This is an optimization exercise on Yosys and OpenROAD, whose aim is small area, not a production implementation. Function was checked by simulation only, so behaviour that the tests miss may differ from the original. Power is estimated from default activity; no workload was simulated.

===== design/flow/run.sh =====
#!/bin/bash
# synth_recipe.tcl (not shown) runs the flow's synth.tcl, then flattens the netlist and writes it again
# the make line also repeats each setting of config.mk as NAME=value (left out here)
make -C /OpenROAD-flow-scripts/flow DESIGN_CONFIG=/design/flow/config.mk WORK_HOME=/design/flow/orfs CLKGATE_MAP_FILE= SYNTH_SCRIPT=/design/flow/synth_recipe.tcl finish

===== design/flow/config.mk =====
export PLATFORM = sky130hd
export DESIGN_NAME = eth_icmp_top
export DESIGN_NICKNAME = eth_icmp_top
export VERILOG_FILES = /design/flow/design.v
export SDC_FILE = /design/flow/constraint.sdc
export NUM_CORES = 4
export LEC_CHECK = 0
export CAP_MARGIN = 20
export CORE_MARGIN = 2
export CORE_UTILIZATION = 40
export SLEW_MARGIN = 20

===== design/flow/constraint.sdc =====
create_clock -name core_clock -period 10.0 [get_ports {clk}]
set_input_delay 2.0000 -clock core_clock [delete_from_list [all_inputs] [get_ports {clk}]]
set_output_delay 2.0000 -clock core_clock [all_outputs]
set_load 0.01 [all_outputs]

===== design/flow/design.v =====
module eth_icmp_top (
    input   wire            clk,
    input   wire            rst_n,
    input   wire    [4:0]   i_rx_5b,
    input   wire            i_sfp_los,
    output  reg     [4:0]   o_tx_5b
);
    localparam [47:0] MY_MAC = 48'h123456789ABC;
    localparam DLY = 75;             
    reg     [3:0]   r_prev;          
    reg     [2:0]   r_pos;           
    reg             r_in_frame;
    reg     [6:0]   r_rc;            
    reg             r_match;
    wire    [8:0]   w_bits = {r_prev, i_rx_5b};
    reg     [4:0]   w_grp;
    always @(*) begin
        case (r_pos)
            3'd0:    w_grp = w_bits[8:4];
            3'd1:    w_grp = w_bits[7:3];
            3'd2:    w_grp = w_bits[6:2];
            3'd3:    w_grp = w_bits[5:1];
            default: w_grp = w_bits[4:0];
        endcase
    end
    wire    [3:0]   w_nib;
    assign w_nib[0] = w_grp[0];
    assign w_nib[1] = w_grp[2] & ~(w_grp[4] & w_grp[3] & w_grp[1] & ~w_grp[0]);
    assign w_nib[2] = (~w_grp[4] & w_grp[3] & w_grp[2] & w_grp[1]) |
                      ( w_grp[4] & w_grp[3] & w_grp[2] & ~w_grp[1]) |
                      ( w_grp[3] & ~w_grp[2] & w_grp[1]);
    assign w_nib[3] = ( w_grp[4] & ~w_grp[3] & w_grp[2] & w_grp[1]) |
                      ( w_grp[4] & w_grp[3] & w_grp[2] & ~w_grp[1]) |
                      ( w_grp[4] & ~w_grp[2] & w_grp[1]);
    reg             w_chk;
    reg     [3:0]   w_exp;
    always @(*) begin
        w_chk = 1'b1;
        case (r_rc)
            7'd16: w_exp = MY_MAC[43:40];
            7'd17: w_exp = MY_MAC[47:44];
            7'd18: w_exp = MY_MAC[35:32];
            7'd19: w_exp = MY_MAC[39:36];
            7'd20: w_exp = MY_MAC[27:24];
            7'd21: w_exp = MY_MAC[31:28];
            7'd22: w_exp = MY_MAC[19:16];
            7'd23: w_exp = MY_MAC[23:20];
            7'd24: w_exp = MY_MAC[11: 8];
            7'd25: w_exp = MY_MAC[15:12];
            7'd26: w_exp = MY_MAC[ 3: 0];
            7'd27: w_exp = MY_MAC[ 7: 4];
            7'd40: w_exp = 4'h8;         
            7'd41: w_exp = 4'h0;
            7'd42: w_exp = 4'h0;
            7'd43: w_exp = 4'h0;
            7'd62: w_exp = 4'h1;         
            7'd63: w_exp = 4'h0;
            7'd84: w_exp = 4'h8;         
            default: begin w_exp = 4'h0; w_chk = 1'b0; end
        endcase
    end
    always @(posedge clk) begin
        r_prev <= i_rx_5b[3:0];
        if (~r_in_frame) begin
            r_pos   <= ~i_rx_5b[4] ? 3'd2 :
                       ~i_rx_5b[3] ? 3'd3 :
                       ~i_rx_5b[2] ? 3'd4 :
                       ~i_rx_5b[1] ? 3'd0 : 3'd1;
            r_rc    <= {6'd0, ~(i_rx_5b[4] & i_rx_5b[3] & i_rx_5b[2])};
            r_match <= 1'b1;
        end else begin
            if (r_rc != 7'd127) r_rc <= r_rc + 7'd1;
            if (w_chk & (w_nib != w_exp)) r_match <= 1'b0;
        end
    end
    always @(posedge clk or negedge rst_n) begin
        if (~rst_n) begin
            r_in_frame <= 1'b0;
        end else begin
            if (~r_in_frame) r_in_frame <= ~&i_rx_5b;
            else if (&w_grp) r_in_frame <= 1'b0;     
        end
    end
    wire w_accept = r_in_frame & (r_rc == 7'd85) & r_match & (w_grp == 5'b11110);
    reg     [3:0]   r_dl    [1:DLY];
    wire            w_hold;          
    integer i;
    always @(posedge clk) begin
        r_dl[1] <= w_nib;
        for (i = 2; i <= DLY - 8; i = i + 1)
            r_dl[i] <= r_dl[i - 1];
        for (i = DLY - 7; i <= DLY; i = i + 1)
            if (~w_hold) r_dl[i] <= r_dl[i - 1];
    end
    reg             r_tx;
    reg     [6:0]   r_tc;
    reg     [10:0]  r_bc;            
    reg             r_cy;
    reg             r_end;           
    reg             r_f;             
    reg     [3:0]   r_a;             
    reg     [31:0]  r_crc;
    assign w_hold = (r_tc >= 7'd57) & (r_tc <= 7'd64);
    wire    [3:0]   w_dl  = r_dl[DLY];
    wire    [3:0]   w_d62 = r_dl[DLY - 13];
    wire            w_tail = ((r_tc >= 7'd41) & (r_bc < 11'd5)) | r_end;
    wire            w_data = r_tx & (r_tc >= 7'd5) & ~w_tail;
    reg     [3:0]   w_tx_nib;
    always @(*) begin
        case (r_tc)
            7'd5, 7'd6, 7'd7, 7'd8, 7'd9, 7'd10,
            7'd11, 7'd12, 7'd13, 7'd14, 7'd15, 7'd16: w_tx_nib = r_dl[DLY - 12];
            7'd17: w_tx_nib = MY_MAC[43:40];
            7'd18: w_tx_nib = MY_MAC[47:44];
            7'd19: w_tx_nib = MY_MAC[35:32];
            7'd20: w_tx_nib = MY_MAC[39:36];
            7'd21: w_tx_nib = MY_MAC[27:24];
            7'd22: w_tx_nib = MY_MAC[31:28];
            7'd23: w_tx_nib = MY_MAC[19:16];
            7'd24: w_tx_nib = MY_MAC[23:20];
            7'd25: w_tx_nib = MY_MAC[11: 8];
            7'd26: w_tx_nib = MY_MAC[15:12];
            7'd27: w_tx_nib = MY_MAC[ 3: 0];
            7'd28: w_tx_nib = MY_MAC[ 7: 4];
            7'd57, 7'd58, 7'd59, 7'd60,
            7'd61, 7'd62, 7'd63, 7'd64: w_tx_nib = r_dl[DLY - 8];
            7'd73, 7'd74: w_tx_nib = 4'h0;                   
            7'd77: w_tx_nib = w_dl ^ 4'h8;                   
            7'd78: w_tx_nib = w_dl + {3'd0, r_cy};
            default: w_tx_nib = w_dl;
        endcase
    end
    wire            w_new_hi0 = (r_tc == 7'd24) ? (w_d62[2:0] == 3'd0) : (r_bc[10:8] == 3'd0);
    reg             w_glitch;
    reg     [3:0]   w_j;
    always @(*) begin
        w_glitch = 1'b0;
        w_j = 4'd0;
        case (r_tc)
            7'd24: begin w_glitch = (r_a <= 4'd3); w_j = 4'd7 - {r_a[2:0], 1'b0}; end
            7'd25: begin w_glitch = (r_a >= 4'd1) & (r_a <= 4'd4); w_j = 4'd8 - {r_a[2:0], 1'b0}; end
            7'd26: begin w_glitch = (w_d62 >= 4'd1) & (w_d62 <= 4'd4); w_j = 4'd9 - {w_d62[2:0], 1'b0}; end
            default: ;
        endcase
        w_glitch = w_glitch & r_f & w_new_hi0;
        if (~w_glitch) w_j = 4'd0;
    end
    reg     [31:0]  w_crc_nx;
    reg             w_fb;
    integer k;
    always @(*) begin
        w_crc_nx = r_crc;
        for (k = 0; k < 4; k = k + 1) begin
            w_fb = (w_crc_nx[31] ^ w_tx_nib[k] ^ (r_tc <= 7'd12)) & w_data;
            w_crc_nx = {w_crc_nx[30:0], 1'b0} ^ (32'h04C11DB7 & {32{w_fb}});
        end
    end
    reg     [3:0]   w_fcs;
    always @(*) begin
        case (w_j[2:0])
            3'd0: w_fcs = {r_crc[28], r_crc[29], r_crc[30], r_crc[31]};
            3'd1: w_fcs = {r_crc[24], r_crc[25], r_crc[26], r_crc[27]};
            3'd2: w_fcs = {r_crc[20], r_crc[21], r_crc[22], r_crc[23]};
            3'd3: w_fcs = {r_crc[16], r_crc[17], r_crc[18], r_crc[19]};
            3'd4: w_fcs = {r_crc[12], r_crc[13], r_crc[14], r_crc[15]};
            3'd5: w_fcs = {r_crc[ 8], r_crc[ 9], r_crc[10], r_crc[11]};
            3'd6: w_fcs = {r_crc[ 4], r_crc[ 5], r_crc[ 6], r_crc[ 7]};
            default: w_fcs = {r_crc[ 0], r_crc[ 1], r_crc[ 2], r_crc[ 3]};
        endcase
        w_fcs = ~w_fcs;
    end
    function [4:0] enc;
        input [3:0] n;
        case (n)
            4'h0: enc = 5'b11110;   4'h1: enc = 5'b01001;
            4'h2: enc = 5'b10100;   4'h3: enc = 5'b10101;
            4'h4: enc = 5'b01010;   4'h5: enc = 5'b01011;
            4'h6: enc = 5'b01110;   4'h7: enc = 5'b01111;
            4'h8: enc = 5'b10010;   4'h9: enc = 5'b10011;
            4'hA: enc = 5'b10110;   4'hB: enc = 5'b10111;
            4'hC: enc = 5'b11010;   4'hD: enc = 5'b11011;
            4'hE: enc = 5'b11100;   default: enc = 5'b11101;
        endcase
    endfunction
    wire            w_tr = r_end | (r_bc == 11'd0);
    always @(*) begin
        if (~r_tx)
            o_tx_5b = 5'b11111;                              
        else if (r_tc == 7'd0)
            o_tx_5b = 5'b11000;                              
        else if (r_tc == 7'd1)
            o_tx_5b = 5'b10001;                              
        else if (r_tc <= 7'd3)
            o_tx_5b = 5'b01011;                              
        else if (r_tc == 7'd4)
            o_tx_5b = 5'b11011;                              
        else if (~w_tail)
            o_tx_5b = enc(w_glitch ? w_fcs : w_tx_nib);
        else if (~w_tr)
            o_tx_5b = enc(w_fcs);
        else
            o_tx_5b = r_tc[0] ? 5'b01101 : 5'b00111;         
    end
    wire    [7:0]   w_len24 = r_bc[7:0] + 8'd24;
    always @(posedge clk) begin
        r_crc <= w_crc_nx;
        if (w_accept)
            r_tc[5:0] <= 6'd0;
        else
            r_tc[5:0] <= {r_tc[5:1] + {4'd0, r_tc[0] & ~&r_tc[6:1]}, ~r_tc[0]};
        if (r_tc == 7'd24) r_bc[10:8] <= w_d62[2:0];
        if (r_tc == 7'd26) r_bc[3:0]  <= w_d62;
        if (r_tc == 7'd27) r_bc[7:4]  <= w_d62;
        if (r_tc >= 7'd42 && ~r_tc[0]) r_bc <= r_bc - 11'd1;
        if (r_tc == 7'd28) r_a <= w_len24[3:0];
        if (r_tc == 7'd77) r_cy <= w_dl[3];
        if (w_accept)
            r_end <= 1'b0;
        else if (w_glitch & (w_j == 4'd7))
            r_end <= 1'b1;
    end
    always @(posedge clk or negedge rst_n) begin
        if (~rst_n) begin
            r_tc[6] <= 1'b1;
            r_f <= 1'b0;
        end else begin
            if (w_accept)
                r_tc[6] <= 1'b0;
            else
                r_tc[6] <= r_tc[6] | (&r_tc[5:0]);
            if (r_tc == 7'd28) r_f <= (w_len24[7:4] == 4'd1);
        end
    end
    always @(posedge clk or negedge rst_n) begin
        if (~rst_n)
            r_tx <= 1'b0;
        else if (w_accept)
            r_tx <= 1'b1;
        else if (w_tail & w_tr & ~r_tc[0])
            r_tx <= 1'b0;                                    
    end
endmodule

==> impl_metrics.ini, run 1 <==
[outcome]
status = complete, no violations

[power]
power_frac_comb_pct = 10.2
p_seq_share_pct = 51.7
swShare_pct = 25.08
pwr-share-clk_pct = 38.1
power.switching_uw = 857.9
p_total_uw = 3420
power.internal_uw = 2562
p_per_area_mw_per_mm2 = 259.1
p_leak_uw = 0.005183
ir_worst_vdd_mv = 0.1846

[route]
vias_per_cell = 4.804
drcViolationCount = 0
dr.pass1.iters = 4
drt-initial-drc-count = 359
antenna_left = 0
wl_mm = 18.66
vias = 6327
wl_per_cell_um = 14.17

[logic_synthesis]
synth_cells = 892
syn_nets = 911
synth.distinct_cells = 95
synth_seq_area_share_pct = 69.31
ys_async_sr_fraction_pct = 1.070
avgSynthCellArea_um2 = 12.99
yosys_most_used_dff = dfxtp_1
synth-edff-count = 52
syn-cell-area_mm2 = 0.01158
yosysWarnings = 2
synth-seq-cells = 374

[global_routing]
gr-usage-all-layers_pct = 12.55
antenna_found_initial = 0
grt_max_degree = 42
grt_pass1_vias = 6114
grt_pass1_wl_mm = 31.19
overflow = 0

[critical_path]
worstPathArrival_ns = 5.60
cp_max_fo = 21
crit_required_ns = 8.00
r2r_slack_ns = 6.13
cp-end-kind = primary output
start_kind = flop
crit_type = reg2out

[layout]
utilization_pct = 46.11
most-common-layout-cells = dfxtp_1 (318), nor2_1 (61), edfxtp_1 (52), nand2_1 (45)
nets = 928
num_antenna_cells = 0
n_fill_cell = 2584
synthToLayoutAreaGrowth_pct = 13.92
drive_above_1_share_pct = 11.15
final_common_cell = dfxtp_1
stdcell_count = 1317

[sta]
rsz0062_at_grt = false
worst_pin_slew_ns = 1.038
finalSetupTns_ns = 0
hold_violations = 0
slew_viol_final = 0
timing.fmax_mhz = 131.6
fin_skew_ns = 0.01123
finalCriticalPeriod_ns = 7.596
finalCritPeriodShare_pct = 75.96
maxSlewHeadroom_pct = 30.79
setup_violations = 0

[clocking]
cts.sinks = 374
cts_tree = yes
cts_made_buffers = 35
clk-insertion-delay-late_ns = 0.52
cts.clk_slew.worst_paths_ns = 0.06
cts_resized = 0
cts_buffer_depth = 3
ctsHtreeMaxLevel = 2
cts.hold.buffers_added = 0
cts-root-buf = clkbuf_16
cts_setup_buffers = 0

[placed_design]
gp_congestion = 0.8636
hpwl_mm = 12.00
placed_cells = 1256
io_buffer_count = 11

[floorplan]
die_w_um = 174.2
rows = 62
ioPinCount = 13
dieHeight_um = 174.2
core_area_mm2 = 0.02863
start_util_pct = 40.47
die-area_mm2 = 0.03034

[flow_run]
maxCapViolations = 0

[hold_path]
worstHoldPathType = reg2reg
==> critical path: stages, from the launching register on <==
cell,delay [ns]
dfxtp_1,0.78
nand2_1,0.27
nor3_4,0.41
nand2_1,0.16
nor2_1,0.25
mux2i_1,0.23
ha_1,0.37
nand2b_1,0.29
and2_1,0.28
o221ai_1,0.16
o211a_1,0.16
a211oi_2,0.35
a211oi_2,0.13
nor4b_1,0.38
a211oi_1,0.09
a211o_1,0.27
clkdlybuf4s50_1,0.48
==> registers in the layout (all words and copies together), names as in the netlist <==
name	flops
r_dl	300
r_crc	32
r_bc	11
r_rc	7
r_tc	7
r_a	4
r_prev	4
r_pos	3
r_cy	1
r_end	1
r_f	1
r_in_frame	1
r_match	1
r_tx	1
==> metal layers <==
layer	global-route usage [%]	vias up	part of all wire, %
li1	-	3163	-
met2	18.75	116	42
met1	17.63	3011	51
met3	2.997	37	5.0
met5	0	-	0
met4	4.832	0	2.2
==> cells in the mapped netlist, types with 6 or more instances <==
master / n / area [um^2]
inv_1: 18 / 67.56
xnor2_1: 38 / 332.8
and3_1: 10 / 62.56
edfxtp_1: 52 / 1562
nor3_1: 12 / 60.06
a211oi_1: 6 / 45.04
or2_2: 6 / 37.54
a31oi_1: 10 / 62.56
nand2b_1: 7 / 43.79
nand2_1: 45 / 168.9
nand4_1: 9 / 56.30
nor2b_1: 7 / 43.79
mux2i_1: 12 / 120.1
clkbuf_1: 14 / 52.55
dfxtp_1: 318 / 6366
o21ai_0: 32 / 160.2
xor2_1: 18 / 157.7
a21oi_1: 38 / 190.2
nor2_1: 61 / 229.0
nand3_1: 18 / 90.09
ha_1: 11 / 137.6
buf_2: 13 / 65.06
==> power by group through the flow <==
stage	Combinational (uW)	Sequential [uW]	Clock (uW)
6_report	348	1770	1300
5_1_grt	393	1790	1410
4_1_cts	348	1770	1350
3_5_place_dp	346	1800	0
3_3_place_gp	342	1800	0
2_1_floorplan	349	1730	0
==> final cells by class <==
type,count,area [um^2],area share [%]
sequential,374,8029,60.84
multi-input combinational,467,3326,25.20
clock buffer,45,983.4,7.452
tap,384,480.5,3.640
clock inverter,16,186.4,1.413
timing repair buffer,13,125.1,0.9480
inverter,18,67.56,0.5119
==> cell families after synthesis <==
logic type	synth area share [%]
AOI/OAI and AO/OA	9.623
xor gates and xnor gates	5.044
adders and majority gates	1.188
buffers and inverters	2.117
DFF	69.31
muxes	2.527
and+or+nand+nor	10.20
==> through the flow <==
step	worst slack (ns)	hold slack, ns	cell area, um^2
global route	1.943	0.3282	13200
finish	2.404	0.3223	13200
CTS	2.393	0.3250	13190
detailed placement	2.998	0.3121	12020
floorplan	4.093	0.3096	11580
global placement	3.048	0.3109	12020
==> path summary, 6_finish.rpt <==
path	start	endpoint	cells past startpoint
min in group asynchronous	rst_n	r_in_frame	1
setup / recovery	r_tc[3]	o_tx_5b[1]	16
max in group asynchronous	rst_n	r_tc[6]	1
setup reg to reg	r_tc[2]	r_crc[11]	9
hold reg to reg	r_dl[50][2]	r_dl[51][2]	0
hold / removal	r_dl[50][2]	r_dl[51][2]	0
==> run 2: changes to the inputs <==
--- a/design/flow/config.mk
+++ b/design/flow/config.mk
@@ -7,2 +7,3 @@
 export LEC_CHECK = 0
+export ABC_AREA = 1
 export CAP_MARGIN = 20
@@ -10,2 +11,3 @@
 export CORE_UTILIZATION = 40
+export CTS_BUF_LIST = sky130_fd_sc_hd__clkbuf_4
 export SLEW_MARGIN = 20
==> impl_metrics.ini, run 2 <==
[clocking]
cts_tree = yes
cts-root-buf = clkbuf_4
cts_setup_buffers = 0
cts.hold.buffers_added = 0
cts_made_buffers = 91
cts.clk_slew.worst_paths_ns = 0.07
clk-insertion-delay-late_ns = 0.68
cts_buffer_depth = 3
ctsHtreeMaxLevel = 3
cts.sinks = 374
cts_resized = 0

[layout]
stdcell_count = 1617
fin_area_mm2 = 0.01350
nets = 1176
drive_above_1_share_pct = 17.86
largest_register_ffs = 300
top_register = r_dl
most-common-layout-cells = dfxtp_1 (318), nand2_1 (164), clkbuf_4 (131), inv_1 (95), nor2_1 (85)
n_fill_cell = 2689
reg_top3 = r_dl: 300 flops, r_crc: 32 flops, r_bc: 11 flops
synthToLayoutAreaGrowth_pct = 14.90
final_common_cell = dfxtp_1

[placed_design]
gp_congestion = 0.8829
place_area_mm2 = 0.01232
hpwl_mm = 13.33
io_buffer_count = 11
placed_cells = 1448

[outcome]
status = complete, no violations

[logic_synthesis]
synthMuxAreaShare_pct = 0
synth-seq-cells = 374
synth.most_common_cell = dfxtp_1
synth_area_leader_cell = dfxtp_1
yosysWarnings = 2
synthTopCellsByCount = dfxtp_1 (318), nand2_1 (164), inv_1 (95)
synth_seq_area_share_pct = 68.32
yosys_most_used_dff = dfxtp_1
synthAdderAreaFrac_pct = 1.171
synth_xor_area_share_pct = 4.535
synth_area_leaders = dfxtp_1 (54%), edfxtp_1 (13%), nand2_1 (5.2%)
syn_nets = 1077
synth_top_area_share_pct = 54.17
synth-compound-area-share_pct = 5.195
synth_simple_gate_area_share_pct = 16.83
syn-cell-area_mm2 = 0.01175
synth_top_family_by_area = simple AND/OR/NAND/NOR gates
avgSynthCellArea_um2 = 11.11
ys_async_sr_fraction_pct = 1.070
synth.distinct_cells = 60
synth-edff-count = 52
synth_cells = 1058

[route]
drt-initial-drc-count = 405
antenna_left = 0
drcViolationCount = 0
vias_per_cell = 4.519
wl_per_cell_um = 12.29
vias = 7308
wl_mm = 19.88
dr.pass1.iters = 5

[sta]
setup_violations = 0
hold_violations = 0
fin_skew_ns = 0.03996
holdWs_ns = 0.2982
maxSlewHeadroom_pct = 26.46
rsz0062_at_grt = false
worst_pin_slew_ns = 1.094
timing.fmax_mhz = 154.6
finalSetupTns_ns = 0
slew_viol_final = 0
finalCriticalPeriod_ns = 6.467
finalCritPeriodShare_pct = 64.67

[floorplan]
die_w_um = 175.4
ioPinCount = 13
dieHeight_um = 175.4
start_util_pct = 40.84
rows = 62
core_area_mm2 = 0.02878
die-area_mm2 = 0.03077

[critical_path]
crit_required_ns = 8.00
cp-end-kind = primary output
r2r_slack_ns = 6.48
crit_type = reg2out
cp_max_fo = 12
worstPathArrival_ns = 4.47
rr_worst_depth = 13
start_kind = flop

[global_routing]
grt_max_degree = 16
gr-usage-all-layers_pct = 13.47
antenna_found_initial = 1
grt_pass1_wl_mm = 34.17
overflow = 0
grt_pass1_vias = 7254

[flow_run]
maxCapViolations = 0

[power]
p_leak_uw = 0.005902
p_total_uw = 3209
p_per_area_mw_per_mm2 = 237.7
ir_worst_vdd_mv = 0.1346

[hold_path]
hold_path_depth = 0
worstHoldPathType = reg2reg
[run 2: changes by cell type after synthesis, moves of 12 or more]
cell | previous run | this run
mux2i_1 | 12 | 0
inv_1 | 18 | 95
clkbuf_1 | 14 | 1
nand3_1 | 18 | 58
nand2_2 | 1 | 16
xor2_1 | 18 | 35
buf_2 | 13 | 1
nand2_1 | 45 | 164
nor2_1 | 61 | 85
a21oi_1 | 38 | 20
xnor2_1 | 38 | 19
[run 2: kinds of logic after synthesis]
logic type,after synthesis
flops,374
xor+xnor,57
fa+ha+maj,11
simple gates,405
buf+inv,115
compound gates,96
[run 2: final timing paths]
path / from / endpoint
max reg2reg: r_tc[3] / r_crc[10]
max: r_tc[3] / o_tx_5b[3]
min: r_dl[8][2] / r_dl[9][2]
max in group asynchronous: rst_n / r_tc[6]
min reg2reg: r_dl[8][2] / r_dl[9][2]
min in group asynchronous: rst_n / r_in_frame
[run 2: worst max-delay path, cell delays in order (launching register included)]
cell	delay, ns
dfxtp_1	0.56
nand2_4	0.13
nor2_4	0.24
nand3_1	0.16
nand2_1	0.15
inv_1	0.06
ha_1	0.28
nand2_1	0.08
o21ai_4	0.17
inv_4	0.14
nor2_2	0.23
nand2_1	0.10
o21ai_0	0.18
nor2_1	0.07
nand3_2	0.09
nand2_1	0.06
nand2_1	0.14
nand3_1	0.09
nand4_1	0.12
nand2_1	0.06
nand2_1	0.13
clkdlybuf4s50_1	0.57
[run 2: through the flow]
step	setup WS, ns	utilization [%]
2_1_floorplan	5.445	-
3_3_place_gp	4.239	42.70
3_5_place_dp	4.222	42.79
4_1_cts	3.474	46.91
5_1_grt	3.160	46.92
6_report	3.533	46.92
[run 2: where the power goes]
| group | total, uW | internal (uW) | switching, uW |
|---|---|---|---|
| logic | 296 | 96.8 | 200 |
| clock network | 1220 | 640 | 575 |
| registers | 1700 | 1630 | 65.7 |
[run 2: layout make-up]
class                      instances  area [um^2]  share of cell area, %
clock inverter                    37        202.7                  1.501
sequential                       374         8029                  59.46
inverter                         108        410.4                  3.039
tap                              384        480.5                  3.558
clock buffer                     131        983.4                  7.282
antenna                            1        2.502                0.01853
multi-input combinational        569         3259                  24.14
timing repair buffer              13        136.4                  1.010
[run 2: layer usage]
layer	vias up	global-route usage, %	part of all wire, %
met1	3399	18.11	49
met4	0	4.993	2.1
met2	151	20.85	44
li1	3718	-	-
met5	-	0	0
met3	40	3.680	4.5
==> run 3: changes to the inputs <==
--- a/design/flow/config.mk
+++ b/design/flow/config.mk
@@ -11,3 +11,4 @@
 export CORE_UTILIZATION = 40
-export CTS_BUF_LIST = sky130_fd_sc_hd__clkbuf_4
+export CTS_BUF_LIST = sky130_fd_sc_hd__clkbuf_2 sky130_fd_sc_hd__clkbuf_4 sky130_fd_sc_hd__clkbuf_8
+export CTS_CLUSTER_SIZE = 30
 export SLEW_MARGIN = 20
==> impl_metrics.ini, run 3 <==
[outcome]
status = complete, no violations

[critical_path]
crit_type = reg2out
crit_path_top_delay_cell = dfxtp_1
crit_top_cell = nand2_1
cp_top_family = simple AND/OR/NAND/NOR gates
crit_chain = nand2_4 -> nor2_4 -> nand3_1 -> nand2_1 -> inv_1 -> ha_1 -> nand2_1 -> o21ai_4 -> inv_4 -> nor2_2 -> nand2_1 -> o21ai_0 -> nor2_1 -> nand3_2 -> nand2_1 -> nand2_1 -> nand3_1 -> nand4_1 -> nand2_1 -> nand2_1 -> clkdlybuf4s50_1
start_kind = flop
cp_max_fo = 12
cp-end-kind = primary output
worstPathArrival_ns = 4.36
crit_required_ns = 8.00
path_buf_inv = 3
crit_path_max_incr_delay_ns = 0.57

[global_routing]
top_usage_layer = met2
met1_usage_pct = 18.49
gr-usage-all-layers_pct = 13.16
grt_pass1_wl_mm = 33.43
grt.met3_usage_pct = 3.095
grt_pass1_vias = 6915
antenna_found_initial = 0
overflow = 0
grt_max_degree = 16
grtUsageMet2_pct = 20.14

[layout]
reg_top3 = r_dl: 300 flops, r_crc: 32 flops, r_bc: 11 flops
fin_area_mm2 = 0.01357
utilization_pct = 47.15
most-common-layout-cells = dfxtp_1 (318), nand2_1 (164), inv_1 (95), nor2_1 (85), clkbuf_8 (72)
top_register = r_dl
final_common_cell = dfxtp_1
largest_register_ffs = 300
drive_above_1_share_pct = 15.29
nets = 1140
synthToLayoutAreaGrowth_pct = 15.47
num_antenna_cells = 0

[route]
drt-initial-drc-count = 523
wl_per_cell_um = 12.67
vias = 7083
drcViolationCount = 0
vias_per_cell = 4.576
dr.pass1.iters = 5
antenna_left = 0
wl_mm = 19.61

[logic_synthesis]
synth.most_common_cell = dfxtp_1
synth-seq-cells = 374
synth-compound-area-share_pct = 5.195
synthAdderAreaFrac_pct = 1.171
synth_top_family_by_area = simple AND/OR/NAND/NOR gates
synth.distinct_cells = 60
synth_simple_gate_area_share_pct = 16.83
synth_area_leader_cell = dfxtp_1
synth_xor_area_share_pct = 4.535
syn_nets = 1077
avgSynthCellArea_um2 = 11.11
synth_cells = 1058
synth_area_leaders = dfxtp_1 (54%), edfxtp_1 (13%), nand2_1 (5.2%)
ys_async_sr_fraction_pct = 1.070
synthTopCellsByCount = dfxtp_1 (318), nand2_1 (164), inv_1 (95)
synth_top_area_share_pct = 54.17
synthMuxAreaShare_pct = 0
yosys_most_used_dff = dfxtp_1
syn-cell-area_mm2 = 0.01175
synth-edff-count = 52
synth_seq_area_share_pct = 68.32
yosysWarnings = 2

[clocking]
cts_resized = 0
clk-insertion-delay-late_ns = 0.57
cts_setup_buffers = 0
cts_tree = yes
cts.sinks = 374
cts-root-buf = clkbuf_8
cts.clk_slew.worst_paths_ns = 0.06
ctsHtreeMaxLevel = 2
cts_made_buffers = 55
cts_buffer_depth = 3
cts.hold.buffers_added = 0

[placed_design]
io_buffer_count = 11
hpwl_mm = 13.33
dp_slack_ns = 4.222
gp_congestion = 0.8829
place_area_mm2 = 0.01232

[sta]
maxSlewHeadroom_pct = 27.82
fin_skew_ns = 0.02443
setup_violations = 0
finalCritPeriodShare_pct = 63.61
worst_pin_slew_ns = 1.074
slew_viol_final = 0
rsz0062_at_grt = false
timing.fmax_mhz = 157.2
finalCriticalPeriod_ns = 6.361
hold_violations = 0
finalSetupTns_ns = 0
setup_slack_ns = 3.639

[floorplan]
start_util_pct = 40.84
dieHeight_um = 175.4
core_area_mm2 = 0.02878
ioPinCount = 13
rows = 62
die_w_um = 175.4
die-area_mm2 = 0.03077

[flow_run]
maxCapViolations = 0

[power]
p_total_uw = 3308
p_leak_uw = 0.005870
p_per_area_mw_per_mm2 = 243.8
ir_worst_vdd_mv = 0.1096

[hold_path]
worstHoldPathType = reg2reg
==> run 3: cell types whose count changed in the layout (fill, tap and decap cells not counted), sizes merged <==
| cell | change |
|---|---|
| clkbuf | -50 |
| inv | -3 |
| clkinv | -17 |
| diode | -1 |
| bufinv | +2 |
==> run 3: metal layers <==
layer  up-vias  share of wire (%)  wire length, um
met5         -                  0                0
li1       3596                  -                -
met4         0                1.8              345
met2       145                 43             8526
met3        37                4.4              866
met1      3305                 50             9872
==> run 3: through the flow <==
| step | std cells | hold slack (ns) |
|---|---|---|
| CTS | 1548 | 0.3083 |
| global route | 1548 | 0.3222 |
| floorplan | 1058 | 0.3096 |
| global placement | 1446 | 0.3104 |
| detailed placement | 1448 | 0.3121 |
| finish | 1548 | 0.3160 |
==> run 3: worst paths after layout <==
check	startpoint	endpoint	slack (ns)	depth (start not counted)
hold / removal	r_dl[52][2]	r_dl[53][2]	0.32	0
setup / recovery	r_tc[3]	o_tx_5b[3]	3.64	21
hold reg to reg	r_dl[52][2]	r_dl[53][2]	0.32	0
min in group asynchronous	rst_n	r_in_frame	1.72	1
setup reg to reg	r_tc[3]	r_crc[10]	6.46	13
max in group asynchronous	rst_n	r_tc[6]	7.97	1
==> run 3: report_power, final <==
group          total [uW]  internal [uW]  leakage [uW]  switching [uW]
sequential           1700           1630       0.00326            65.7
combinational         296           96.8       0.00194             200
clock                1310            762      0.000667             551
==> run 3: final cells by class <==
class	count	area (um^2)
Fill cell	2635	15210
Sequential cell	374	8029
Multi-Input combinational cell	569	3259
Clock buffer	81	1059
Tap cell	384	480.5
Inverter	108	410.4
Clock inverter	19	196.4
Timing Repair Buffer	13	136.4
==> run 3: cells by family (layout without fill, tap and decap cells) <==
family,Yosys count,count (layout)
compound gates,96,96
xor+xnor,57,57
fa+ha+maj,11,11
buf+inv,115,221
flops,374,374
simple gates,405,405
==> run 4: changes to the inputs <==
==> design/flow/config.mk (replaced) <==
export PLATFORM = sky130hd
export DESIGN_NAME = eth_icmp_top
export DESIGN_NICKNAME = eth_icmp_top
export VERILOG_FILES = /design/flow/design.v
export SDC_FILE = /design/flow/constraint.sdc
export NUM_CORES = 4
export LEC_CHECK = 0
export CAP_MARGIN = 20
export CORE_MARGIN = 2
export CORE_UTILIZATION = 40
export CTS_BUF_LIST = sky130_fd_sc_hd__clkbuf_8
export CTS_CLUSTER_DIAMETER = 80
export CTS_CLUSTER_SIZE = 20
export SLEW_MARGIN = 20
==> impl_metrics.ini, run 4 <==
[outcome]
status = complete, no violations

[layout]
most-common-layout-cells = dfxtp_1 (318), nor2_1 (61), edfxtp_1 (52), nand2_1 (45)
reg_top3 = r_dl: 300 flops, r_crc: 32 flops, r_bc: 11 flops
top_register = r_dl
synthToLayoutAreaGrowth_pct = 6.880
final_common_cell = dfxtp_1
stdcell_count = 1287
nets = 915
largest_register_ffs = 300
drive_above_1_share_pct = 7.863
num_antenna_cells = 0
utilization_pct = 43.26
n_fill_cell = 2657

[route]
wl_per_cell_um = 14.07
vias = 6218
dr.pass1.iters = 5
drt-initial-drc-count = 417
antenna_left = 0
drcViolationCount = 0
wl_mm = 18.11
vias_per_cell = 4.831

[critical_path]
rr_worst_depth = 9
cp-endpoint = o_tx_5b[2]
cp_max_fo = 21
cp-end-kind = primary output
crit_type = reg2out
cp-startpoint = r_tc[3]
crit_required_ns = 8.00
r2r-end = r_crc[11]
r2r_slack_ns = 6.09
r2r-start = r_tc[2]
worstPathArrival_ns = 5.64
start_kind = flop

[logic_synthesis]
synth-seq-cells = 374
syn-cell-area_mm2 = 0.01158
yosys_most_used_dff = dfxtp_1
synth_top_area_share_pct = 54.95
synth_top_family_by_area = simple AND/OR/NAND/NOR gates
synth_area_leader_cell = dfxtp_1
ys_async_sr_fraction_pct = 1.070
synth_simple_gate_area_share_pct = 10.20
avgSynthCellArea_um2 = 12.99
yosysWarnings = 2
synth_area_leaders = dfxtp_1 (55%), edfxtp_1 (13%), xnor2_1 (2.9%)
synthMuxAreaShare_pct = 2.527
synth-edff-count = 52
synth.distinct_cells = 95
synth_xor_area_share_pct = 5.044
syn_nets = 911
synth-compound-area-share_pct = 9.623
synthTopCellsByCount = dfxtp_1 (318), nor2_1 (61), edfxtp_1 (52)
synth_seq_area_share_pct = 69.31
synthAdderAreaFrac_pct = 1.188
synth_cells = 892
synth.most_common_cell = dfxtp_1

[floorplan]
die-area_mm2 = 0.03034
die_w_um = 174.2
start_util_pct = 40.47
ioPinCount = 13
rows = 62
core_area_mm2 = 0.02863
dieHeight_um = 174.2

[clocking]
cts_buffer_depth = 3
cts_resized = 0
cts_setup_buffers = 0
ctsHtreeMaxLevel = 1
cts-root-buf = clkbuf_8
cts.clk_slew.worst_paths_ns = 0.12
cts.sinks = 374
cts_made_buffers = 22
cts.hold.buffers_added = 0
clk-insertion-delay-late_ns = 0.56
cts_tree = yes

[placed_design]
hpwl_mm = 12.00
placed_cells = 1256
io_buffer_count = 11
gp_congestion = 0.8636

[sta]
finalSetupTns_ns = 0
hold_violations = 0
setup_violations = 0
worst_pin_slew_ns = 1.036
finalCriticalPeriod_ns = 7.639
timing.fmax_mhz = 130.9
finalCritPeriodShare_pct = 76.39
maxSlewHeadroom_pct = 30.92
fin_skew_ns = 0.01763
slew_viol_final = 0
rsz0062_at_grt = false

[power]
p_leak_uw = 0.004818
p_per_area_mw_per_mm2 = 221.3
ir_worst_vdd_mv = 0.1240

[global_routing]
antenna_found_initial = 0
gr-usage-all-layers_pct = 12.19
overflow = 0
grt_max_degree = 42
grt_pass1_vias = 5891
grt_pass1_wl_mm = 30.61

[hold_path]
worstHoldPathType = reg2reg
min_from = r_dl[52][2]

[flow_run]
maxCapViolations = 0
[run 4: cell count changes in the layout (fill, tap and decap cells not counted), sizes merged, moves of 19 or more]
cell / previous run / this run
clkbuf: 81 / 22
inv: 108 / 25
nor2: 98 / 63
nand3: 62 / 18
nand2: 189 / 46
xnor2: 21 / 40
[run 4: how the worst min path moves through the flow]
stage,to,cells after the start
finish,r_dl[53][2],0
global placement,r_dl[67][3],0
detailed placement,r_dl[52][0],0
global route,r_dl[61][3],0
CTS,r_dl[58][2],0
floorplan,r_dl[10][0],0
[run 4: stage by stage]
stage	hold slack, ns	area, um^2	worst slack [ns]	total power (uW)
finish	0.3257	12380	2.361	2740
global route	0.3261	12380	1.874	2899
CTS	0.3202	12370	2.327	2774
detailed placement	0.3121	12020	2.998	2144
global placement	0.3109	12020	3.048	2138
floorplan	0.3096	11580	4.093	2075
[run 4: report_power, final]
part	total [uW]	internal [uW]	switching, uW	leakage (uW)
sequential	1770	1660	106	0.00324
combinational	349	143	205	0.00137
clock	626	208	418	0.000206
[run 4: cells by family (layout without fill, tap and decap cells)]
logic type,Yosys count,count (layout)
AND/OR/NAND/NOR,221,221
AO/OA/AOI/OAI,152,152
multiplexers,22,22
adder cells (fa/ha/maj),11,11
flip-flops,374,374
XOR/XNOR,61,61
buffers and inverters,51,62
[run 4: final cells by class]
type / count / area (um^2) / share of cell area, %
clock inverter: 9 / 51.30 / 0.4143
inverter: 18 / 67.56 / 0.5457
tap: 384 / 480.5 / 3.880
multi-input combinational: 467 / 3326 / 26.86
sequential: 374 / 8029 / 64.84
clock buffer: 22 / 302.8 / 2.445
timing repair buffer: 13 / 125.1 / 1.011
[run 4: critical path: stages, from the launching register on]
cell and delay (ns):
dfxtp_1 0.81, nand2_1 0.27, nor3_4 0.42, nand2_1 0.16, nor2_1 0.24, mux2i_1 0.23
ha_1 0.37, nand2b_1 0.29, and2_1 0.28, o221ai_1 0.16, o211a_1 0.16, a211oi_2 0.34
a21oi_1 0.11, o311a_1 0.38, o31ai_1 0.27, clkdlybuf4s50_1 0.58
[run 4: routing by layer]
metal	vias to the layer above	wire length [um]	track usage [%]
li1	3099	-	-
met1	2980	9401	18.08
met2	110	7611	18.17
met3	29	724	2.493
met4	0	367	3.046
met5	-	0	0
==> run 5: changes to the inputs <==
--- a/design/flow/config.mk
+++ b/design/flow/config.mk
@@ -11,4 +11,4 @@
 export CTS_BUF_LIST = sky130_fd_sc_hd__clkbuf_8
-export CTS_CLUSTER_DIAMETER = 80
-export CTS_CLUSTER_SIZE = 20
+export CTS_CLUSTER_DIAMETER = 64
+export CTS_CLUSTER_SIZE = 16
 export SLEW_MARGIN = 20
==> impl_metrics.ini, run 5 <==
[power]
p_total_uw = 2801
p_seq_share_pct = 63.0
pwr-share-clk_pct = 24.5
ir_worst_vdd_mv = 0.1385
power.internal_uw = 2055
power.switching_uw = 746.0
swShare_pct = 26.63
power_frac_comb_pct = 12.5
p_per_area_mw_per_mm2 = 224.7
p_leak_uw = 0.004878

[hold_path]
hold_path_depth = 0
worstHoldPathType = reg2reg

[layout]
multiInputGateArea_mm2 = 0.003326
num_antenna_cells = 0
synthToLayoutAreaGrowth_pct = 7.603
regArea_mm2 = 0.008029
most-common-layout-cells = dfxtp_1 (318), nor2_1 (61), edfxtp_1 (52), nand2_1 (45)
n_fill_cell = 2651
top_register = r_dl
largest_register_ffs = 300
reg_top3 = r_dl: 300 flops, r_crc: 32 flops, r_bc: 11 flops
nets = 920
drive_above_1_share_pct = 8.434
final_common_cell = dfxtp_1

[clocking]
cts_buffer_depth = 3
ctsHtreeMaxLevel = 1
cts-root-buf = clkbuf_8
cts_resized = 0
cts.hold.buffers_added = 0
cts.sinks = 374
cts_tree = yes
clk-insertion-delay-late_ns = 0.58
cts_setup_buffers = 0
cts_made_buffers = 27
cts.clk_slew.worst_paths_ns = 0.11

[floorplan]
dieHeight_um = 174.2
ioPinCount = 13
die-area_mm2 = 0.03034
rows = 62
core_area_mm2 = 0.02863
start_util_pct = 40.47
die_w_um = 174.2

[critical_path]
crit_required_ns = 8.00
crit_type = reg2out
cp_max_fo = 21
rr_worst_depth = 9
cp-end-kind = primary output
start_kind = flop
worstPathArrival_ns = 5.67

[logic_synthesis]
synthTopCellsByCount = dfxtp_1 (318), nor2_1 (61), edfxtp_1 (52)
synth.distinct_cells = 95
yosysWarnings = 2
synth_area_leaders = dfxtp_1 (55%), edfxtp_1 (13%), xnor2_1 (2.9%)
synthAdderAreaFrac_pct = 1.188
synth_seq_area_share_pct = 69.31
synth_top_family_by_area = simple AND/OR/NAND/NOR gates
syn-cell-area_mm2 = 0.01158
avgSynthCellArea_um2 = 12.99
synth_area_leader_cell = dfxtp_1
synth_cells = 892
synth_simple_gate_area_share_pct = 10.20
yosys_most_used_dff = dfxtp_1
ys_async_sr_fraction_pct = 1.070
synth-seq-cells = 374
synth-compound-area-share_pct = 9.623
synth-edff-count = 52
synth.most_common_cell = dfxtp_1
synth_xor_area_share_pct = 5.044
synth_top_area_share_pct = 54.95
synthMuxAreaShare_pct = 2.527
syn_nets = 911

[placed_design]
gp_congestion = 0.8636
hpwl_mm = 12.00
io_buffer_count = 11

[flow_run]
maxCapViolations = 0

[sta]
timing.fmax_mhz = 130.5
hold_violations = 0
slew_viol_final = 0
fin_skew_ns = 0.01310
rsz0062_at_grt = false
finalCritPeriodShare_pct = 76.65
holdWs_ns = 0.3224
finalCriticalPeriod_ns = 7.665
worst_pin_slew_ns = 1.060
setup_violations = 0
maxSlewHeadroom_pct = 29.32
finalSetupTns_ns = 0

[route]
wl_mm = 18.33
dr.pass1.iters = 5
drt-initial-drc-count = 410
vias = 6241
antenna_left = 0
vias_per_cell = 4.812
drcViolationCount = 0
wl_per_cell_um = 14.14

[global_routing]
grt_pass1_vias = 5965
gr-usage-all-layers_pct = 12.28
antenna_found_initial = 0
grt_pass1_wl_mm = 30.85
grt_max_degree = 42
overflow = 0

[outcome]
status = complete, no violations
==> run 5: final timing paths <==
path                            slack (ns)        start          end
worst max register to register        6.10      r_tc[2]    r_crc[11]
worst min-delay path                  0.32  r_dl[64][2]  r_dl[65][2]
min in group asynchronous             1.68        rst_n          r_f
worst max-delay path                  2.33      r_tc[3]   o_tx_5b[2]
max in group asynchronous             8.02        rst_n      r_tc[6]
worst min register to register        0.32  r_dl[64][2]  r_dl[65][2]
==> run 5: kinds of logic after synthesis <==
kind of cell | count (synthesis)
AO/OA/AOI/OAI | 152
XOR/XNOR | 61
adder cells (fa/ha/maj) | 11
buffers and inverters | 51
flip-flops | 374
multiplexers | 22
AND/OR/NAND/NOR | 221
==> run 5: cell type report <==
class / instances / share of cell area (%)
clock buffer: 27 / 2.981
clock inverter: 14 / 0.5320
inverter: 18 / 0.5420
multi-input combinational: 467 / 26.68
sequential: 374 / 64.41
tap: 384 / 3.854
timing repair buffer: 13 / 1.004
==> run 5: power by group through the flow <==
stage	logic [uW]	clock network, uW	registers, uW
after floorplan	349	0	1730
after global placement	342	0	1800
after detailed placement	346	0	1800
after CTS	348	725	1770
after global routing	392	785	1790
final	349	687	1770
==> run 5: per-stage QoR <==
step	std cells	cell area [um^2]	setup slack (ns)	utilization, %
6_report	1297	12470	2.335	43.55
5_1_grt	1297	12470	1.830	43.55
4_1_cts	1297	12460	2.297	43.52
3_5_place_dp	1256	12020	2.998	41.99
3_3_place_gp	1256	12020	3.048	41.99
2_1_floorplan	892	11580	4.093	-
==> run 5: metal layers <==
metal	vias to the layer above	wire, um	track usage [%]
li1	3114	-	-
met1	2954	9327	18.13
met2	143	7700	18.24
met3	30	892	2.559
met4	0	413	3.326
met5	-	0	0
==> run 5: worst max-delay path, cell delays in order (launching register included) <==
cell             delay [ns]
dfxtp_1                0.81
nand2_1                0.27
nor3_4                 0.41
nand2_1                0.16
nor2_1                 0.24
mux2i_1                0.23
ha_1                   0.37
nand2b_1               0.29
and2_1                 0.28
o221ai_1               0.16
o211a_1                0.16
a211oi_2               0.34
a21oi_1                0.11
o311a_1                0.38
o31ai_1                0.28
clkdlybuf4s50_1        0.58
==> run 6: changes to the inputs <==
--- a/design/flow/config.mk
+++ b/design/flow/config.mk
@@ -10,5 +10,5 @@
 export CORE_UTILIZATION = 40
-export CTS_BUF_LIST = sky130_fd_sc_hd__clkbuf_8
-export CTS_CLUSTER_DIAMETER = 64
-export CTS_CLUSTER_SIZE = 16
+export CTS_BUF_LIST = sky130_fd_sc_hd__clkbuf_16
+export CTS_CLUSTER_DIAMETER = 100
+export CTS_CLUSTER_SIZE = 30
 export SLEW_MARGIN = 20
==> impl_metrics.ini, run 6 <==
[logic_synthesis]
synth_cells = 892
synthTopCellsByCount = dfxtp_1 (318), nor2_1 (61), edfxtp_1 (52)
synth_area_leaders = dfxtp_1 (55%), edfxtp_1 (13%), xnor2_1 (2.9%)
ys_async_sr_fraction_pct = 1.070
synth_seq_area_share_pct = 69.31
syn-cell-area_mm2 = 0.01158
synth-seq-cells = 374
yosys_most_used_dff = dfxtp_1
synth_top_area_share_pct = 54.95
synth-edff-count = 52
avgSynthCellArea_um2 = 12.99
yosysWarnings = 2
synth.distinct_cells = 95
synth_area_leader_cell = dfxtp_1
syn_nets = 911
synth.most_common_cell = dfxtp_1

[critical_path]
crit_type = reg2out
start_kind = flop
crit_chain = nand2_1 -> nor3_4 -> nand2_1 -> nor2_1 -> mux2i_1 -> ha_1 -> nand2b_1 -> and2_1 -> o221ai_1 -> o211a_1 -> a211oi_2 -> a21oi_1 -> o311a_1 -> o31ai_1 -> clkdlybuf4s50_1
cp-end-kind = primary output
crit_path_max_incr_delay_ns = 0.81
path_buf_inv = 1
cp_top_family = simple AND/OR/NAND/NOR gates
crit_path_top_delay_cell = dfxtp_1
crit_top_cell = nand2_1
crit_required_ns = 8.00
cp_max_fo = 21
worstPathArrival_ns = 5.59

[sta]
rsz0062_at_grt = false
slew_viol_final = 0
fin_skew_ns = 0.009868
timing.fmax_mhz = 131.8
worst_pin_slew_ns = 1.043
finalCriticalPeriod_ns = 7.587
finalCritPeriodShare_pct = 75.87
finalSetupTns_ns = 0
setup_violations = 0
hold_violations = 0
maxSlewHeadroom_pct = 30.49

[flow_run]
maxCapViolations = 0

[layout]
num_antenna_cells = 0
drive_above_1_share_pct = 7.350
final_common_cell = dfxtp_1
largest_register_ffs = 300
regArea_mm2 = 0.008029
stdcell_count = 1282
nets = 909
most-common-layout-cells = dfxtp_1 (318), nor2_1 (61), edfxtp_1 (52), nand2_1 (45)
top_register = r_dl
multiInputGateArea_mm2 = 0.003326
synthToLayoutAreaGrowth_pct = 7.852
reg_top3 = r_dl: 300 flops, r_crc: 32 flops, r_bc: 11 flops
n_fill_cell = 2643

[clocking]
cts.sinks = 374
cts_resized = 0
ctsHtreeMaxLevel = 1
cts_made_buffers = 16
cts.clk_slew.worst_paths_ns = 0.11
cts_tree = yes
clk-insertion-delay-late_ns = 0.51
cts.hold.buffers_added = 0
cts-root-buf = clkbuf_16
cts_buffer_depth = 3
cts_setup_buffers = 0

[floorplan]
start_util_pct = 40.47
core_area_mm2 = 0.02863
rows = 62
dieHeight_um = 174.2
die-area_mm2 = 0.03034
ioPinCount = 13
die_w_um = 174.2

[global_routing]
antenna_found_initial = 0
grt_max_degree = 42
gr-usage-all-layers_pct = 12.11
overflow = 0
grt_pass1_wl_mm = 30.44
grt_pass1_vias = 5846

[power]
p_per_area_mw_per_mm2 = 228.0
p_leak_uw = 0.004860
ir_worst_vdd_mv = 0.1623

[hold_path]
worstHoldPathType = reg2reg

[outcome]
status = complete, no violations

[route]
wl_per_cell_um = 14.13
drcViolationCount = 0
vias_per_cell = 4.810
vias = 6166
wl_mm = 18.12
dr.pass1.iters = 6
drt-initial-drc-count = 410
antenna_left = 0

[placed_design]
placed_cells = 1256
hpwl_mm = 12.00
io_buffer_count = 11
gp_congestion = 0.8636
## run 6: stage by stage
stage	setup WS (ns)	total power (uW)	area [um^2]	utilization (%)	hold slack (ns)
after floorplan	4.093	2075	11580	-	0.3096
after global placement	3.048	2138	12020	41.99	0.3109
after detailed placement	2.998	2144	12020	41.99	0.3121
after CTS	2.393	2877	12490	43.62	0.3315
after global routing	1.925	2998	12490	43.65	0.3394
final	2.413	2849	12490	43.65	0.3277
## run 6: area by class of cell
cell class,instances,area share (%)
clock buffer,16,3.204
clock inverter,10,0.5307
inverter,18,0.5408
multi-input combinational,467,26.62
sequential,374,64.26
tap,384,3.845
timing repair buffer,13,1.001
## run 6: kinds of logic after synthesis
logic type | synth area share (%)
buffers and inverters | 2.117
flip-flops | 69.31
AO/OA/AOI/OAI | 9.623
multiplexers | 2.527
adder cells (fa/ha/maj) | 1.188
XOR/XNOR | 5.044
AND/OR/NAND/NOR | 10.20
## run 6: final timing paths
check,start,endpoint,slack [ns],cells past startpoint
max,r_tc[3],o_tx_5b[2],2.41,15
min,r_dl[58][1],r_dl[59][1],0.33,0
max reg2reg,r_tc[2],r_crc[11],6.10,9
min reg2reg,r_dl[58][1],r_dl[59][1],0.33,0
max in group asynchronous,rst_n,r_tc[6],7.95,1
min in group asynchronous,rst_n,r_f,1.75,1
## run 6: metal layers
layer | global-route usage (%) | wire (um)
met5 | 0 | 0
met3 | 2.318 | 762
met1 | 17.85 | 9373
met2 | 18.19 | 7561
met4 | 3.256 | 417
## run 6: where the power goes
part	internal, uW	switching (uW)	leakage, uW
combinational	143	206	0.00137
sequential	1660	106	0.00324
clock	302	433	0.000248
total	2100	744	0.00486
==> run 7: changes to the inputs <==
--- a/design/flow/config.mk
+++ b/design/flow/config.mk
@@ -11,4 +11,4 @@
 export CTS_BUF_LIST = sky130_fd_sc_hd__clkbuf_16
-export CTS_CLUSTER_DIAMETER = 100
-export CTS_CLUSTER_SIZE = 30
+export CTS_CLUSTER_DIAMETER = 110
+export CTS_CLUSTER_SIZE = 36
 export SLEW_MARGIN = 20
==> impl_metrics.ini, run 7 <==
[outcome]
status = complete, no violations

[logic_synthesis]
yosysWarnings = 2
synthMuxAreaShare_pct = 2.527
synth_area_leader_cell = dfxtp_1
synth-edff-count = 52
syn_nets = 911
synth_cells = 892
synth_xor_area_share_pct = 5.044
avgSynthCellArea_um2 = 12.99
yosys_most_used_dff = dfxtp_1
synth.distinct_cells = 95
synth.most_common_cell = dfxtp_1
synth_top_area_share_pct = 54.95
syn-cell-area_mm2 = 0.01158
synth-compound-area-share_pct = 9.623
synth_simple_gate_area_share_pct = 10.20
synthTopCellsByCount = dfxtp_1 (318), nor2_1 (61), edfxtp_1 (52)
synth-seq-cells = 374
synth_top_family_by_area = simple AND/OR/NAND/NOR gates
ys_async_sr_fraction_pct = 1.070
synth_seq_area_share_pct = 69.31
synth_area_leaders = dfxtp_1 (55%), edfxtp_1 (13%), xnor2_1 (2.9%)
synthAdderAreaFrac_pct = 1.188

[layout]
fin_area_mm2 = 0.01245
top_register = r_dl
nets = 907
num_antenna_cells = 0
reg_top3 = r_dl: 300 flops, r_crc: 32 flops, r_bc: 11 flops
final_common_cell = dfxtp_1
drive_above_1_share_pct = 7.271
synthToLayoutAreaGrowth_pct = 7.441
largest_register_ffs = 300
most-common-layout-cells = dfxtp_1 (318), nor2_1 (61), edfxtp_1 (52), nand2_1 (45)

[hold_path]
worstHoldPathType = reg2reg

[global_routing]
gr-usage-all-layers_pct = 12.09
grt_max_degree = 42
grt.met3_usage_pct = 2.187
overflow = 0
antenna_found_initial = 0
grtUsageMet2_pct = 18.07
met1_usage_pct = 17.78
top_usage_layer = met2
grt_pass1_wl_mm = 30.29
grt_pass1_vias = 5838

[power]
p_per_area_mw_per_mm2 = 226.1
ir_worst_vdd_mv = 0.1550
p_leak_uw = 0.004829
p_total_uw = 2815

[critical_path]
r2r_slack_ns = 6.11
crit_path_top_delay_cell = dfxtp_1
cp_max_fo = 21
crit_chain = nand2_1 -> nor3_4 -> nand2_1 -> nor2_1 -> mux2i_1 -> ha_1 -> nand2b_1 -> and2_1 -> o221ai_1 -> o211a_1 -> a211oi_2 -> a21oi_1 -> o311a_1 -> o31ai_1 -> clkdlybuf4s50_1
cp-end-kind = primary output
crit_top_cell = nand2_1
crit_required_ns = 8.00
worstPathArrival_ns = 5.59
start_kind = flop
crit_type = reg2out
cp_top_family = simple AND/OR/NAND/NOR gates
path_buf_inv = 1
crit_path_max_incr_delay_ns = 0.81

[clocking]
cts.sinks = 374
cts.clk_slew.worst_paths_ns = 0.12
clk-insertion-delay-late_ns = 0.51
cts_resized = 0
cts_tree = yes
ctsHtreeMaxLevel = 1
cts_buffer_depth = 3
cts_made_buffers = 14
cts-root-buf = clkbuf_16
cts_setup_buffers = 0
cts.hold.buffers_added = 0

[placed_design]
gp_congestion = 0.8636
place_area_mm2 = 0.01202
io_buffer_count = 11
hpwl_mm = 12.00
dp_slack_ns = 2.998

[sta]
slew_viol_final = 0
rsz0062_at_grt = false
finalSetupTns_ns = 0
fin_skew_ns = 0.02137
hold_violations = 0
setup_violations = 0
worst_pin_slew_ns = 1.045
finalCriticalPeriod_ns = 7.587
maxSlewHeadroom_pct = 30.34
timing.fmax_mhz = 131.8
setup_slack_ns = 2.413
finalCritPeriodShare_pct = 75.87

[route]
antenna_left = 0
vias_per_cell = 4.822
dr.pass1.iters = 5
wl_per_cell_um = 14.14
vias = 6163
drcViolationCount = 0
drt-initial-drc-count = 370
wl_mm = 18.07

[floorplan]
dieHeight_um = 174.2
die_w_um = 174.2
start_util_pct = 40.47
core_area_mm2 = 0.02863
ioPinCount = 13
rows = 62
die-area_mm2 = 0.03034

[flow_run]
maxCapViolations = 0
-- run 7: cell counts after synthesis --
No cell type changed its count.
-- run 7: final cells by class --
cell class              instances  area [um^2]
clock buffers                  15        375.4
clock inverters                 7        43.79
fillers                      2651        16180
repair buffers                 13        125.1
well taps                     384        480.5
flip-flops and latches        374         8029
multi-input cells             467         3326
inverters                      18        67.56
-- run 7: report_power, final --
part	switching (uW)	leakage, uW	internal [uW]
clock	420	0.000218	281
combinational	205	0.00137	143
sequential	105	0.00324	1660
-- run 7: cells by family (layout without fill, tap and decap cells) --
logic type / count (synthesis) / count (layout)
DFF: 374 / 374
and+or+nand+nor: 221 / 221
AOI/OAI and AO/OA: 152 / 152
xor gates and xnor gates: 61 / 61
buffers and inverters: 51 / 53
muxes: 22 / 22
adders and majority gates: 11 / 11
-- run 7: path summary, 6_finish.rpt --
kind / endpoint / cells past startpoint / from
worst max-delay path: o_tx_5b[2] / 15 / r_tc[3]
worst max register to register: r_crc[11] / 9 / r_tc[2]
max in group asynchronous: r_tc[6] / 1 / rst_n
worst min register to register: r_dl[32][1] / 0 / r_dl[31][1]
min in group asynchronous: r_f / 1 / rst_n
worst min-delay path: r_dl[32][1] / 0 / r_dl[31][1]
-- run 7: worst register-to-register path, delay by kind of cell, from the launching register on --
family | cells | cell delay, ns
compound gates | 3 | 1.30
xor+xnor | 2 | 0.63
flops | 1 | 0.58
mux | 1 | 0.30
simple gates | 3 | 1.01
-- run 7: stage by stage --
step	hold WS (ns)	cells	util [%]
2_1_floorplan	0.3096	892	-
3_3_place_gp	0.3109	1256	41.99
3_5_place_dp	0.3121	1256	41.99
4_1_cts	0.3305	1278	43.45
5_1_grt	0.3412	1278	43.48
6_report	0.3213	1278	43.48
-- run 7: routing by layer --
layer	share of wire, %	up-vias
met1	52	2961
met4	2.5	0
met2	42	87
met5	0	-
li1	-	3088
met3	3.6	27
==> run 8: changes to the inputs <==
--- a/design/flow/design.v
+++ b/design/flow/design.v
@@ -85,3 +85,3 @@
     reg     [3:0]   r_dl    [1:DLY];
-    wire            w_hold;          
+    wire            w_rot;           
     integer i;
@@ -89,6 +89,5 @@
         r_dl[1] <= w_nib;
-        for (i = 2; i <= DLY - 8; i = i + 1)
+        for (i = 2; i <= DLY; i = i + 1)
             r_dl[i] <= r_dl[i - 1];
-        for (i = DLY - 7; i <= DLY; i = i + 1)
-            if (~w_hold) r_dl[i] <= r_dl[i - 1];
+        if (w_rot) r_dl[DLY - 7] <= r_dl[DLY];
     end
@@ -99,8 +98,6 @@
     reg             r_end;           
-    reg             r_f;             
-    reg     [3:0]   r_a;             
+    reg     [2:0]   r_pl;            
     reg     [31:0]  r_crc;
-    assign w_hold = (r_tc >= 7'd57) & (r_tc <= 7'd64);
+    assign w_rot = (r_tc >= 7'd57) & (r_tc <= 7'd64);
     wire    [3:0]   w_dl  = r_dl[DLY];
-    wire    [3:0]   w_d62 = r_dl[DLY - 13];
     wire            w_tail = ((r_tc >= 7'd41) & (r_bc < 11'd5)) | r_end;
@@ -132,17 +129,14 @@
     end
-    wire            w_new_hi0 = (r_tc == 7'd24) ? (w_d62[2:0] == 3'd0) : (r_bc[10:8] == 3'd0);
-    reg             w_glitch;
-    reg     [3:0]   w_j;
-    always @(*) begin
-        w_glitch = 1'b0;
-        w_j = 4'd0;
-        case (r_tc)
-            7'd24: begin w_glitch = (r_a <= 4'd3); w_j = 4'd7 - {r_a[2:0], 1'b0}; end
-            7'd25: begin w_glitch = (r_a >= 4'd1) & (r_a <= 4'd4); w_j = 4'd8 - {r_a[2:0], 1'b0}; end
-            7'd26: begin w_glitch = (w_d62 >= 4'd1) & (w_d62 <= 4'd4); w_j = 4'd9 - {w_d62[2:0], 1'b0}; end
-            default: ;
-        endcase
-        w_glitch = w_glitch & r_f & w_new_hi0;
-        if (~w_glitch) w_j = 4'd0;
-    end
+    reg     [3:0]   w_x;
+    always @(*) begin
+        case (r_tc[1:0])
+            2'd0:    w_x = {1'b0, r_pl};             
+            2'd1:    w_x = {1'b0, r_pl} - 4'd1;      
+            default: w_x = r_bc[3:0];                
+        endcase
+    end
+    wire            w_glitch = (r_tc >= 7'd24) & (r_tc <= 7'd26) & (r_pl != 3'd0) &
+                               (w_x != 4'd0) & (w_x <= 4'd4) & (r_bc[10:8] == 3'd0);
+    wire    [1:0]   w_jh = 2'd0 - w_x[1:0];
+    wire    [2:0]   w_j = w_glitch ? {w_jh, ~r_tc[0]} : 3'd0;
     reg     [31:0]  w_crc_nx;
@@ -159,3 +153,3 @@
     always @(*) begin
-        case (w_j[2:0])
+        case (w_j)
             3'd0: w_fcs = {r_crc[28], r_crc[29], r_crc[30], r_crc[31]};
@@ -196,8 +190,6 @@
             o_tx_5b = 5'b11011;                              
-        else if (~w_tail)
-            o_tx_5b = enc(w_glitch ? w_fcs : w_tx_nib);
-        else if (~w_tr)
-            o_tx_5b = enc(w_fcs);
+        else if (w_tail & w_tr)
+            o_tx_5b = r_tc[0] ? 5'b01101 : 5'b00111;         
         else
-            o_tx_5b = r_tc[0] ? 5'b01101 : 5'b00111;         
+            o_tx_5b = enc((w_tail | w_glitch) ? w_fcs : w_tx_nib);
     end
@@ -210,11 +202,10 @@
             r_tc[5:0] <= {r_tc[5:1] + {4'd0, r_tc[0] & ~&r_tc[6:1]}, ~r_tc[0]};
-        if (r_tc == 7'd24) r_bc[10:8] <= w_d62[2:0];
-        if (r_tc == 7'd26) r_bc[3:0]  <= w_d62;
-        if (r_tc == 7'd27) r_bc[7:4]  <= w_d62;
-        if (r_tc >= 7'd42 && ~r_tc[0]) r_bc <= r_bc - 11'd1;
-        if (r_tc == 7'd28) r_a <= w_len24[3:0];
-        if (r_tc == 7'd77) r_cy <= w_dl[3];
+        if (r_tc == 7'd23)
+            r_bc <= {r_dl[DLY - 14][2:0], r_dl[DLY - 17], r_dl[DLY - 16]};
+        else
+            r_bc <= r_bc - {10'd0, r_tc >= 7'd42 && ~r_tc[0]};
+        r_cy <= w_dl[3];
         if (w_accept)
             r_end <= 1'b0;
-        else if (w_glitch & (w_j == 4'd7))
+        else if (w_glitch & (w_j == 3'd7))
             r_end <= 1'b1;
@@ -224,3 +215,3 @@
             r_tc[6] <= 1'b1;
-            r_f <= 1'b0;
+            r_pl <= 3'd0;
         end else begin
@@ -230,3 +221,5 @@
                 r_tc[6] <= r_tc[6] | (&r_tc[5:0]);
-            if (r_tc == 7'd28) r_f <= (w_len24[7:4] == 4'd1);
+            if (r_tc == 7'd28)
+                r_pl <= (w_len24[7:4] != 4'd1) ? 3'd0 :
+                        (w_len24[3:0] <= 4'd4) ? w_len24[2:0] + 3'd1 : 3'd6;
         end
--- a/design/flow/config.mk
+++ b/design/flow/config.mk
@@ -10,5 +10,5 @@
 export CORE_UTILIZATION = 40
-export CTS_BUF_LIST = sky130_fd_sc_hd__clkbuf_16
-export CTS_CLUSTER_DIAMETER = 110
-export CTS_CLUSTER_SIZE = 36
+export CTS_BUF_LIST = sky130_fd_sc_hd__clkbuf_8
+export CTS_CLUSTER_DIAMETER = 70
+export CTS_CLUSTER_SIZE = 18
 export SLEW_MARGIN = 20
==> impl_metrics.ini, run 8 <==
[outcome]
status = complete, no violations

[floorplan]
start_util_pct = 40.86
dieHeight_um = 167.4
ioPinCount = 13
die_w_um = 167.4
core_area_mm2 = 0.02613
die-area_mm2 = 0.02801
rows = 59

[layout]
stdcell_count = 1187
reg_top3 = r_dl: 300 flops, r_crc: 32 flops, r_bc: 11 flops
most-common-layout-cells = dfxtp_1 (362), nand2_1 (47), xnor2_1 (47), nor2_1 (44), o21ai_0 (35)
largest_register_ffs = 300
regArea_mm2 = 0.007518
drive_above_1_share_pct = 7.629
multiInputGateArea_mm2 = 0.002982
top_register = r_dl
num_antenna_cells = 0
final_common_cell = dfxtp_1
nets = 872
n_fill_cell = 2475
utilization_pct = 44.13
synthToLayoutAreaGrowth_pct = 8.016

[clocking]
cts_resized = 0
cts_tree = yes
cts.sinks = 372
cts_setup_buffers = 0
cts_buffer_depth = 3
cts.hold.buffers_added = 0
clk-insertion-delay-late_ns = 0.56
ctsHtreeMaxLevel = 1
cts_made_buffers = 24
cts.clk_slew.worst_paths_ns = 0.12
cts-root-buf = clkbuf_8

[route]
vias = 5621
drcViolationCount = 0
dr.pass1.iters = 15
maxUsedRoutingLayer = met4
vias_per_cell = 4.735
wl_mm = 15.68
met1Wirelength_mm = 8.001
drt-initial-drc-count = 375
wl_met3_um = 740
wl_per_cell_um = 13.21
antenna_left = 0
route.met2.wl_mm = 6.685

[global_routing]
antenna_found_initial = 0
grt_max_degree = 34
grt_pass1_vias = 5422
overflow = 0
gr-usage-all-layers_pct = 11.45
grt_pass1_wl_mm = 26.82

[logic_synthesis]
synth.most_common_cell = dfxtp_1
synth_cells = 832
synth_area_leaders = dfxtp_1 (68%), xnor2_1 (3.9%), ha_1 (1.9%)
synth_top_area_share_pct = 67.88
avgSynthCellArea_um2 = 12.83
synth-edff-count = 4
synth_area_leader_cell = dfxtp_1
syn_nets = 856
yosys_most_used_dff = dfxtp_1
synth.distinct_cells = 74
synth-seq-cells = 372
syn-cell-area_mm2 = 0.01068
yosysWarnings = 2
ys_async_sr_fraction_pct = 1.613
synthTopCellsByCount = dfxtp_1 (362), nand2_1 (47), xnor2_1 (47)
synth_seq_area_share_pct = 70.42

[sta]
setup_violations = 0
slew_viol_final = 0
holdWs_ns = 0.3241
timing.fmax_mhz = 146.8
finalCriticalPeriod_ns = 6.811
fin_skew_ns = 0.01703
finalCritPeriodShare_pct = 68.11
hold_violations = 0
maxSlewHeadroom_pct = 45.30
finalSetupTns_ns = 0
rsz0062_at_grt = false
worst_pin_slew_ns = 0.8091

[placed_design]
io_buffer_count = 11
gp_congestion = 0.8449
placed_cells = 1157
hpwl_mm = 10.15

[critical_path]
crit_path_top_delay_cell = ha_1
start_kind = flop
worstPathArrival_ns = 4.81
crit_type = reg2out
crit_required_ns = 8.00
crit_chain = inv_1 -> ha_1 -> mux2_2 -> nor2_1 -> a21oi_1 -> ha_1 -> mux2_2 -> a22oi_1 -> o22ai_1 -> o22a_1 -> a21oi_1 -> o2bb2ai_1 -> nor2b_1 -> a221o_1 -> o21a_1 -> clkdlybuf4s50_1
crit_path_max_incr_delay_ns = 0.68
cp-end-kind = primary output
cp_top_family = compound AO/OA/AOI/OAI gates
cp_max_fo = 17
path_buf_inv = 2

[power]
p_leak_uw = 0.004496
ir_worst_vdd_mv = 0.1593
p_per_area_mw_per_mm2 = 218.4
p_total_uw = 2518

[flow_run]
maxCapViolations = 0

[hold_path]
worstHoldPathType = reg2reg
-- run 8: layout make-up --
| class | count | share of cell area [%] |
|---|---|---|
| Sequential cell | 372 | 65.19 |
| Inverter | 21 | 0.6835 |
| Timing Repair Buffer | 14 | 1.150 |
| Tap cell | 335 | 3.635 |
| Multi-Input combinational cell | 415 | 25.85 |
| Clock buffer | 25 | 2.984 |
| Clock inverter | 5 | 0.4991 |
-- run 8: metrics by stage --
step | setup slack, ns | cell area [um^2]
after CTS | 3.173 | 11530
after detailed placement | 3.816 | 11120
final | 3.189 | 11530
after global routing | 2.870 | 11530
after global placement | 3.852 | 11120
after floorplan | 4.036 | 10680
-- run 8: worst paths after layout --
path                       startpoint          to  slack [ns]  cells past startpoint
min                        r_dl[8][0]  r_dl[9][0]        0.32                      0
max reg2reg                   r_tc[0]   r_crc[25]        6.41                      9
max                           r_pl[0]  o_tx_5b[4]        3.19                     16
min in group asynchronous       rst_n  r_in_frame        1.73                      1
min reg2reg                r_dl[8][0]  r_dl[9][0]        0.32                      0
max in group asynchronous       rst_n     r_tc[6]        7.94                      1
-- run 8: cell families after synthesis --
family | synth area share, %
muxes | 3.457
DFF | 70.42
buffers and inverters | 1.758
AOI/OAI and AO/OA | 8.086
xor gates and xnor gates | 5.320
adders and majority gates | 1.875
and+or+nand+nor | 9.083
-- run 8: worst register-to-register path: cells and delay by family, from the launching register on --
| family | cells | cell delay (ns) |
|---|---|---|
| xor+xnor | 3 | 0.74 |
| simple gates | 3 | 1.26 |
| flops | 1 | 0.43 |
| mux | 2 | 0.80 |
| buf+inv | 1 | 0.30 |
-- run 8: report_power, final --
part / switching, uW / internal [uW] / total, uW / leakage (uW)
clock: 414 / 256 / 670 / 0.000217
sequential: 66.7 / 1580 / 1640 / 0.00310
combinational: 114 / 91.5 / 205 / 0.00118
-- run 8: per-layer routing --
metal / vias to the layer above / GRT usage (%)
met5: - / 0
met4: 0 / 2.760
met3: 22 / 2.411
met2: 88 / 17.73
met1: 2672 / 16.47
li1: 2839 / -

Check on run 8: ideal ports give 3.189 ns setup slack; a clkbuf_16 on the clock port and buf_2 on the inputs give 3.150 ns; moving port delays by the midpoint clock arrival (0.593 ns) as well gives 3.743 ns.
